This design comes from an exercise in tuning for small area and a short achievable clock period on the open sky130 flow, not from production work. At most, simulation tests tie the RTL to the original design; equivalence was not proved. No activity file was given, so power comes from the tool's default toggle rates.

== oak ==
// sigmoid8_pla
module sigmoid8_pla #(
    parameter WIDTH = 16,
    parameter SLICES = 8,
    parameter FP = 12
) (
    input wire clk,
    input wire rst,
    input wire signed [WIDTH - 1:0] x,
    output wire [WIDTH - 1:0] y
);
Size in the first run: ~570 cells after synthesis, about 95 flip-flops, roughly 34 I/O pins.
Settings: LEC_CHECK=0, CAP_MARGIN=20, CORE_MARGIN=2, CORE_UTILIZATION=65, CTS_BUF_LIST=sky130_fd_sc_hd__clkbuf_8, CTS_CLUSTER_SIZE=30, SETUP_SLACK_MARGIN=3.3, SLEW_MARGIN=20; clock period 5.5 ns.
run.sh (not shown) runs the stock make flow with config.mk's settings and CLKGATE_MAP_FILE= SYNTH_SCRIPT=/design/flow/synth_recipe.tcl, a recipe that flattens the netlist after the stock synthesis.
diff inputs: oak => pine
- a deleted CTS_CLUSTER_SIZE that had been 30
- a deleted CTS_BUF_LIST that had been sky130_fd_sc_hd__clkbuf_8
==> flow/flow/run.sh (new file) <==
#!/bin/bash
# Own layout flow: the standard ORFS flow (standard.sh, unchanged synthesis),
# with a plain buffer on every port instead of the delay cells buffer_ports
# picks by default, and a clock tree with fewer, smaller buffers.
set -euo pipefail
export BUFFER_PORTS_ARGS="-buffer_cell ${OWN_PORT_BUF:-sky130_fd_sc_hd__buf_2}"
export CTS_ARGS="-sink_clustering_enable -repair_clock_nets -sink_clustering_size ${OWN_CTS_SIZE:-30} -sink_clustering_max_diameter ${OWN_CTS_DIAM:-80} -buf_list ${OWN_CTS_BUF:-sky130_fd_sc_hd__clkbuf_8} -dont_use_dummy_load"
bash standard.sh > standard_flow.log 2>&1
==> flow/standard.sh (new file) <==
#!/bin/bash
# synth_recipe.tcl (not shown) runs the flow's synth.tcl, then flattens the netlist and writes it again
# the make line also repeats each setting of config.mk as NAME=value (left out here)
make -C /OpenROAD-flow-scripts/flow DESIGN_CONFIG=/design/flow/config.mk WORK_HOME=/design/flow/orfs CLKGATE_MAP_FILE= SYNTH_SCRIPT=/design/flow/synth_recipe.tcl "${@:-finish}"
removed: flow/run.sh
## What came out
Both conditions hold for pine: the flow ran to the end and the final layout passed the timing, design-rule and antenna checks. Worst clock skew on the final layout: higher on pine. Looking at clock network fraction of design power, pine sits 5.2 points below oak. ~same sequential area share after synthesis in pine and oak. Destination of the critical timing path: r3_reg[11]$_DFF_P_ -> pine, lc_reg$_DFF_P_ -> oak. pine ends up with higher total of fill cells in the finished design than oak does. Net switching power (pine vs. oak) decreases by a little under 10%. The share of total power in combinational logic of pine is higher than that of oak. pine ends up with higher worst path setup slack after routing than oak does. Area growth from synthesis to layout, pine and oak: smaller value in pine.

* * *

== lane 2 ==
Another version of the RTL of sigmoid8_pla (not shown whole).
Size: roughly 100 flip-flops.
export LEC_CHECK = 0
export ABC_AREA = 1
export CAP_MARGIN = 20
export CORE_MARGIN = 2
export CORE_UTILIZATION = 65
export SETUP_SLACK_MARGIN = 3.3
export SLEW_MARGIN = 20
create_clock -name core_clock -period 5.5 [get_ports {clk}]
standard.sh (not shown) runs the stock make flow with config.mk's settings and CLKGATE_MAP_FILE= SYNTH_SCRIPT=/design/flow/synth_recipe.tcl, a recipe that flattens the netlist after the stock synthesis.
==> flow/flow/run.sh <==
#!/bin/bash
# Own layout flow: the standard ORFS flow (standard.sh, unchanged synthesis),
# with a plain buffer on every port instead of the delay cells buffer_ports
# picks by default, and a clock tree with fewer, smaller buffers.
set -euo pipefail
export BUFFER_PORTS_ARGS="-buffer_cell ${OWN_PORT_BUF:-sky130_fd_sc_hd__buf_2}"
export CTS_ARGS="-sink_clustering_enable -repair_clock_nets -sink_clustering_size ${OWN_CTS_SIZE:-30} -sink_clustering_max_diameter ${OWN_CTS_DIAM:-80} -buf_list ${OWN_CTS_BUF:-sky130_fd_sc_hd__clkbuf_8} -dont_use_dummy_load"
bash standard.sh > standard_flow.log 2>&1
Lane 2 | status: complete | timing, DRC, antenna: pass
[inputs] lane 1 vs lane 2
- ABC_AREA: 1 -> unset
==> results.txt <==
The main combinational cell family by area after synthesis comes out compound AO/OA/AOI/OAI gates in one run and adder cells in the other, namely in lane 1 and lane 2 respectively.
In lane 1 the global placement routability congestion turned out 1.2% lower than in lane 2.
Delta (lane 1 minus lane 2): proportion of layout cells with a drive suffix above 1 now sits lower; post-route worst hold slack now sits lower; clock network power share now sits higher; proportion of cell area occupied by multi-input gates now sits higher.
Function was not checked in any run of this note: the RTL went through the layout flow alone.

* * *

main:
The RTL this note starts from:
==> flow/design.v <==
module sigmoid8_pla #(
    parameter WIDTH = 16,
    parameter SLICES = 8,
    parameter FP = 12
) (
    input wire clk,
    input wire rst,
    input wire signed [WIDTH - 1:0] x,
    output wire [WIDTH - 1:0] y
);
    localparam [64*13-1:0] TTAB = {13'd1181, 13'd1181, 13'd1181, 13'd1181, 13'd313, 13'd314, 13'd546, 13'd546, 13'd177, 13'd177, 13'd180, 13'd177, 13'd97, 13'd97, 13'd97, 13'd97, 13'd8189, 13'd8190, 13'd34, 13'd34, 13'd11, 13'd11, 13'd8191, 13'd11, 13'd0, 13'd0, 13'd0, 13'd0, 13'd0, 13'd0, 13'd0, 13'd0, 13'd4096, 13'd4096, 13'd4096, 13'd4096, 13'd4096, 13'd4096, 13'd4084, 13'd4096, 13'd4060, 13'd4060, 13'd4060, 13'd4060, 13'd4036, 13'd4037, 13'd3999, 13'd3999, 13'd3900, 13'd3900, 13'd3903, 13'd3900, 13'd3518, 13'd3518, 13'd3518, 13'd3518, 13'd3148, 13'd3149, 13'd2915, 13'd2915, 13'd2048, 13'd2048, 13'd2048, 13'd2048};
    reg [15:0] x_reg;
    always @(posedge clk) x_reg <= x;
    wire [9:0] r3lo = {1'b0, x_reg[8:0]} + {1'b0, x_reg[7:0], 1'b0};
    wire [4:0] r3hi = {2'b0, x_reg[11:9]} + {1'b0, x_reg[11:8]};
    reg [11:0] r_reg;
    reg [8:1] r3l_reg;
    reg [13:9] r3h_reg;
    reg        r3c_reg;
    reg [4:0]  q_reg;
    reg        z_reg;
    always @(posedge clk) begin
        r_reg   <= x_reg[11:0];
        r3l_reg <= r3lo[8:1];
        r3h_reg <= r3hi;
        r3c_reg <= r3lo[9];
        q_reg   <= x_reg[15:11];
        z_reg   <= ~|x_reg[10:0];
    end
    wire [13:0] r3 = {r3h_reg + {{(4){1'b0}}, r3c_reg}, r3l_reg, r_reg[0]};
    reg s23, s99, s369, s867;
    always @(*) begin
        s23 = 1'b0; s99 = 1'b0; s369 = 1'b0; s867 = 1'b0;
        case (q_reg)
            5'd20, 5'd21, 5'd22, 5'd9, 5'd10, 5'd11: s23 = 1'b1;
            5'd23, 5'd24, 5'd25, 5'd6, 5'd7, 5'd8: s99 = 1'b1;
            5'd26, 5'd27, 5'd28, 5'd3, 5'd4, 5'd5: s369 = 1'b1;
            5'd29, 5'd30, 5'd31, 5'd0, 5'd1, 5'd2: s867 = 1'b1;
            default: ;
        endcase
    end
    wire [12:0] tt = TTAB[{q_reg, z_reg}*13 +: 13];
    wire [11:0] nr = ~r_reg;
    wire [22:0] ta = ({23{s23}}  & {6'd0, r3, 3'd0}) |
                     ({23{s99}}  & {4'd0, r3, 5'd0}) |
                     ({23{s369}} & {2'd0, r3, 7'd0}) |
                     ({23{s867}} & {1'd0, r3, 8'd0}) |
                     {18'd0, s369, 3'b0, s23};
    wire [22:0] tb = ({23{s23}}  & {11'd0, nr}) |
                     ({23{s369}} & {7'd0, nr, 4'd0}) |
                     ({23{s867}} & {4'd0, r3, 5'd0});
    wire [22:0] tc = ({23{s99 | s867}} & {9'd0, r3}) |
                     ({23{s369}} & {11'd0, r_reg});
    wire [24:0] s1 = {2'b0, ta ^ tb ^ tc};
    wire [24:0] c1 = {1'b0, (ta & tb) | (ta & tc) | (tb & tc), 1'b0};
    wire [8:0] lo = {1'b0, s1[7:0]} + {1'b0, c1[7:0]};
    wire [12:0] u1 = s1[24:12];
    wire [12:0] u2 = c1[24:12];
    wire [12:0] us = u1 ^ u2 ^ tt;
    wire [12:0] uc = {(u1[11:0] & u2[11:0]) | (u1[11:0] & tt[11:0]) | (u2[11:0] & tt[11:0]), 1'b0};
    reg [16:0] hs_reg;
    reg [16:0] hc_reg;
    reg         lc_reg;
    always @(posedge clk) begin
        hs_reg <= {us, s1[11:8]};
        hc_reg <= {uc, c1[11:8]};
        lc_reg <= lo[8];
    end
    wire [16:0] ysum = hs_reg + hc_reg + {{(16){1'b0}}, lc_reg};
    reg [12:0] y_reg;
    always @(posedge clk or posedge rst) begin
        if (rst) y_reg <= 13'd0;
        else     y_reg <= ysum[16:4];
    end
    assign y = {3'b000, y_reg};
endmodule
==> flow/config.mk <==
export PLATFORM = sky130hd
export DESIGN_NAME = sigmoid8_pla
export DESIGN_NICKNAME = sigmoid8_pla
export VERILOG_FILES = /design/flow/design.v
export SDC_FILE = /design/flow/constraint.sdc
export NUM_CORES = 4
export LEC_CHECK = 0
export CAP_MARGIN = 20
export CORE_MARGIN = 2
export CORE_UTILIZATION = 65
export SETUP_SLACK_MARGIN = 3.3
export SLEW_MARGIN = 20
==> flow/constraint.sdc <==
create_clock -name core_clock -period 5.5 [get_ports {clk}]
set_input_delay 1.1000 -clock core_clock [delete_from_list [all_inputs] [get_ports {clk}]]
set_output_delay 1.1000 -clock core_clock [all_outputs]
set_load 0.01 [all_outputs]
Scripts as last shown in full above: flow/flow/run.sh
What the feature branch does differently from main at the input level:
- swapping 65 for 58 in CORE_UTILIZATION
Results
- Wire: the feature branch routes less than main
- Taking main as the reference, in the feature branch minimum setup slack in the final design lower, sequential portion of the cell area essentially unchanged.
- Lower minimum clock period was reported by main, not the feature branch.
- Worst hold slack: the feature branch < main
- Looking only at total routing resource utilization after global routing, and setting everything else aside, the higher value of the feature branch and main goes to main.
- The feature branch finished all stages; the layout is clean.
- Looking at worst ir drop on vdd, the feature branch sits about 13% below main.
- NOTE core box area main->the feature branch increased by more than 10%
- The feature branch -> main: compound-gate portion of the synthesized area delta 0, exact match
No run of this note included a check of the RTL's function; only the layout flow was run.

* * *

Another version of the RTL of sigmoid8_pla (not shown whole).
For scale: roughly 530 cells after synthesis, about 34 I/O pins, about 5100 µm² of cells after synthesis.
export LEC_CHECK = 0
export CAP_MARGIN = 20
export CORE_MARGIN = 2
export CORE_UTILIZATION = 65
export SETUP_SLACK_MARGIN = 3.15
export SLEW_MARGIN = 20
create_clock -name core_clock -period 5.5 [get_ports {clk}]
Scripts as last shown in full above: flow/flow/run.sh
Change:
Settings changed: CORE_UTILIZATION 65 to 45, SETUP_SLACK_MARGIN 3.15 to 3.3.
Effect:
- The changed run went through all stages and came out clean
- utilization decreases by 21 points
- flip-flop and latch count is unchanged
- routed wire length climbs by about 4.6%
- clock skew decreases by 0.0039 ns
- final area went up by 4.7%
- global-route usage falls by 7.4 points
- sequential power hardly moves
- setup slack is better by 0.065 ns
- clock power climbs by about 1%
- combinational power came out higher by about 4.5%
- fmax increases by about 3%
Change:
Settings changed: CORE_UTILIZATION 45 to 65, SETUP_SLACK_MARGIN 3.3 to 3.5.
After rerunning: Final area rose by 0.54%; via count hardly moves; global-route usage is higher by 7.9 points; final cell count falls by about 5.6%; worst hold slack is about the same; first-iteration DRC count grows by 9.1%.
Change:
Settings changed: SETUP_SLACK_MARGIN 3.5 to 3.0.
- final cell count came out lower by a few percent
- final area came out lower by a little under a tenth
- die area does not change
- count of clock-buffer cells in the layout is unchanged
- maximum frequency came out lower by roughly a tenth
- setup slack loses 0.26 ns
- first-iteration DRC count came out lower by roughly a tenth
- synthesized cell count stays the same

* * *

Starting RTL as in the previous note.
export LEC_CHECK = 0
export CAP_MARGIN = 20
export CORE_MARGIN = 2
export CORE_UTILIZATION = 65
export SETUP_SLACK_MARGIN = 3.4
export SLEW_MARGIN = 20
create_clock -name core_clock -period 5.5 [get_ports {clk}]
Scripts as last shown in full above: flow/flow/run.sh
The baseline went through all stages and came out clean.
Rerun with:
CORE_UTILIZATION = 55   (was 65)
SETUP_SLACK_MARGIN = 3.3   (was 3.4)
Effect:
- wire length came out lower by 2.2%
- non-clock buffer count came out lower by 4
- synthesized area does not change
- critical path depth stays the same
- power came out lower by 1.6%
Rerun with:
ABC_AREA = 1   (was unset)
CORE_UTILIZATION = 65   (was 55)
The changed run went through all stages and came out clean; total power came out higher by a few percent; setup slack improved by 60 ps; core utilization came out higher by 9.6 points; final area came out higher by a few percent.
Rerun with:
ABC_AREA = unset   (was 1)
CORE_UTILIZATION = 58   (was 65)
SETUP_SLACK_MARGIN = 3.25   (was 3.3)
What happened: Count of clock-buffer cells in the layout stays the same. Total power went down by 7.3%. Hold slack improves by 7.5 ps. Non-clock buffer count went down by 4. Setup slack degrades by 110 ps.

* * *

Starting RTL as in the previous note.
export LEC_CHECK = 0
export CAP_MARGIN = 20
export CORE_MARGIN = 2
export CORE_UTILIZATION = 65
export PLACE_DENSITY = 0.8
export SETUP_SLACK_MARGIN = 3.3
export SLEW_MARGIN = 20
create_clock -name core_clock -period 5.5 [get_ports {clk}]
Scripts as last shown in full above: flow/flow/run.sh
==> next run, changes <==
CORE_UTILIZATION = 50   (was 65)
PLACE_DENSITY = default   (was 0.8)
Effect: Via count is lower by 7.5%. Combinational power decreases by about 5%. Clock-buffer cell count stays the same. Sequential cell count does not change. Worst hold slack stays flat. Power fell by about 2%. Register-to-register slack improved by 0.05 ns.
==> next run, changes <==
CORE_UTILIZATION = 70   (was 50)
Outcome: Synthesized area stays the same; cell count goes down by about 3.7%; design area rises by 1.5%; via count is higher by about 7%; combinational power came out higher by about 6%; setup slack got worse by 0.048 ns; power is higher by 2.3%; sequential power hardly moves; worst hold slack barely changes; register-to-register slack got worse by 0.05 ns; sequential cell count is unchanged.
==> next run, changes <==
--- a/flow/flow/run.sh
+++ b/flow/flow/run.sh
@@ -6 +6 @@
-export BUFFER_PORTS_ARGS="-buffer_cell ${OWN_PORT_BUF:-sky130_fd_sc_hd__buf_2}"
+export BUFFER_PORTS_ARGS="-buffer_cell ${OWN_PORT_BUF:-sky130_fd_sc_hd__buf_1}"
CORE_UTILIZATION = 58   (was 70)
- The new run finished clean
- register-to-register slack improves by 0.02 ns
- final area decreases by 3.4%
- routed wire length fell by 5.9%
- maximum frequency went up by 0.92%
- synthesized area is unchanged
- sequential power grows by about 0.5%
==> next run, changes <==
--- a/flow/flow/run.sh
+++ b/flow/flow/run.sh
@@ -6 +6 @@
-export BUFFER_PORTS_ARGS="-buffer_cell ${OWN_PORT_BUF:-sky130_fd_sc_hd__buf_1}"
+export BUFFER_PORTS_ARGS="-buffer_cell ${OWN_PORT_BUF:-sky130_fd_sc_hd__buf_2}"
SETUP_SLACK_MARGIN = 3.4   (was 3.3)
Sequential power came out lower by about 0.7%.
Count of clock-buffer cells in the layout does not change.
Cell count came out higher by 1.9%.
Worst hold slack gets worse by 0.016 ns.
Clock power came out lower by about 4%.
Die area does not change.
Design area came out higher by 4.8%.
Power came out higher by 2.5%.
Setup slack gets better by 0.023 ns.
Global-route usage came out higher by 0.63 points.
Synthesized area is unchanged.
==> next run, changes <==
CORE_UTILIZATION = 65   (was 58)
SETUP_SLACK_MARGIN = 3.3   (was 3.4)
=> Count of clock-buffer cells in the layout does not change; worst setup slack got worse by 0.022 ns; final cell count falls by 2.9%.

* * *

## P
Another version of the RTL of sigmoid8_pla (not shown whole).
Size in the first run: about 530 cells after synthesis, roughly 34 I/O pins, ~5000 µm² of cells after synthesis.
Design sigmoid8_pla, start of the top module:
module sigmoid8_pla #(
    parameter WIDTH = 16,
    parameter SLICES = 8,
    parameter FP = 12
) (
    input wire clk,
    input wire rst,
    input wire signed [WIDTH - 1:0] x,
    output wire [WIDTH - 1:0] y
);
    localparam [64*13-1:0] TTAB = {13'd1181, 13'd1181, 13'd1181, 13'd1181, 13'd313, 13'd314, 13'd546, 13'd546, 13'd177, 13'd177, 13'd180, 13'd177, 13'd97, 13'd97, 13'd97, 13'd97, 13'd8189, 13'd8190, 13'd34, 13'd34, 13'd11, 13'd11, 13'd8191, 13'd11, 13'd0, 13'd0, 13'd0, 13'd0, 13'd0, 13'd0, 13'd0, 13'd0, 13'd4096, 13'd4096, 13'd4096, 13'd4096, 13'd4096, 13'd4096, 13'd4084, 13'd4096, 13'd4060, 13'd4060, 13'd4060, 13'd4060, 13'd4036, 13'd4037, 13'd3999, 13'd3999, 13'd3900, 13'd3900, 13'd3903, 13'd3900, 13'd3518, 13'd3518, 13'd3518, 13'd3518, 13'd3148, 13'd3149, 13'd2915, 13'd2915, 13'd2048, 13'd2048, 13'd2048, 13'd2048};
    wire [9:0] r3lo = {1'b0, x[8:0]} + {1'b0, x[7:0], 1'b0};
    wire [4:0] r3hi = {2'b0, x[11:9]} + {1'b0, x[11:8]};
    reg [11:0] r_reg;
    reg [8:1] r3l_reg;
    reg [13:9] r3h_reg;
    reg        r3c_reg;
    reg [4:0]  q_reg;
    reg        z_reg;
    always @(posedge clk) begin
        r_reg   <= x[11:0];
  ...
Settings: LEC_CHECK=0, CAP_MARGIN=20, CORE_MARGIN=2, CORE_UTILIZATION=58, SETUP_SLACK_MARGIN=3.3, SLEW_MARGIN=20; clock period 5.5 ns.
==> flow/flow/run.sh <==
#!/bin/bash
# Own layout flow: the standard ORFS flow (standard.sh, unchanged synthesis),
# with a plain buffer on every port instead of the delay cells buffer_ports
# picks by default, and a clock tree with fewer, smaller buffers.
set -euo pipefail
export BUFFER_PORTS_ARGS="-buffer_cell ${OWN_PORT_BUF:-sky130_fd_sc_hd__buf_2}"
export CTS_ARGS="-sink_clustering_enable -repair_clock_nets -sink_clustering_size ${OWN_CTS_SIZE:-30} -sink_clustering_max_diameter ${OWN_CTS_DIAM:-80} -buf_list ${OWN_CTS_BUF:-sky130_fd_sc_hd__clkbuf_8} -dont_use_dummy_load"
bash standard.sh > standard_flow.log 2>&1
Inputs modified between P and Q:
Settings: changing CORE_UTILIZATION from 58 to 65.
==> results.txt <==
On met1 global-route usage: between Q and P, it ends up lower for P.
On share of total power in the clock network, Q and P are neck and neck.
Wire length on met3, Q and P, higher one = Q.
Looking at number of signal-net buffers in the layout, Q sits 4.2% lower than P does.
Finished layout cell area, Q and P: smaller value in Q
Row logic depth of the worst path, buffers included: Q lower / P higher
Going from P to Q, sum of routed wire length over all layers now smaller, global-route usage higher.
[compare] base=P new=Q: overflow left after global routing essentially unchanged; sum of internal, switching and leakage power decreased 1.6%; hold slack essentially unchanged.
No run of this note included a check of the RTL's function; only the layout flow was run.

-- static timing again, ports no longer ideal --
How much do the figures lean on ideal ports? The routed layouts below were timed once more, with nothing changed but the port constraints. Step 1: set_driving_cell puts a clkbuf_16 on clk and a buf_2 on each other input, an assumption about the parent block. Step 2 also shifts input and output timing later by t, the mid clock arrival at the registers, as if the neighbouring blocks saw the same clock. Three values: ideal ports, drivers, drivers and shift; two values: the first two.
run	t (ns)	slack for setup (ns)	clock arrival spread, ns
oak	0.390	3.199 / 3.199 / 3.199	0.010 / 0.011
pine	0.368	3.267 / 3.267 / 3.267	0.036 / 0.036
lane 2	0.376	3.289 / 3.289 / 3.289	0.044 / 0.044
lane 1	0.383	3.342 / 3.342 / 3.342	0.031 / 0.031
main	0.381	3.297 / 3.297 / 3.297	0.024 / 0.023
the feature branch	0.362	3.288 / 3.288 / 3.288	0.032 / 0.032
the first run of note 4	0.362	3.220 / 3.220 / 3.220	0.024 / 0.024
the second run of note 4	0.379	3.286 / 3.286 / 3.286	0.020 / 0.020
the third run of note 4	0.378	3.280 / 3.280 / 3.280	0.023 / 0.023
the fourth run of note 4	0.366	3.018 / 3.018 / 3.018	0.025 / 0.024
the first run of note 5	0.368	3.283 / 3.283 / 3.283	0.029 / 0.029
the second run of note 5	0.360	3.311 / 3.311 / 3.311	0.021 / 0.021
the third run of note 5	0.365	3.371 / 3.371 / 3.371	0.026 / 0.027
the fourth run of note 5	0.369	3.258 / 3.258 / 3.258	0.025 / 0.025
the first run of note 6	0.366	3.264 / 3.264 / 3.264	0.025 / 0.025
the second run of note 6	0.378	3.315 / 3.315 / 3.315	0.035 / 0.035
the third run of note 6	0.370	3.267 / 3.267 / 3.267	0.025 / 0.025
the fourth run of note 6	0.379	3.288 / 3.288 / 3.288	0.030 / 0.029
the fifth run of note 6	0.370	3.310 / 3.310 / 3.310	0.028 / 0.028
the sixth run of note 6	0.368	3.288 / 3.288 / 3.288	0.026 / 0.026
P	0.372	3.280 / 3.277 / 2.905	0.022 / 0.022
Q	0.362	3.241 / 3.241 / 2.898	0.025 / 0.025
After both steps setup and hold are still met in every run listed. For P, which loses most, drivers alone change the setup slack by -0.003 ns; drivers and shift together by -0.375 ns.
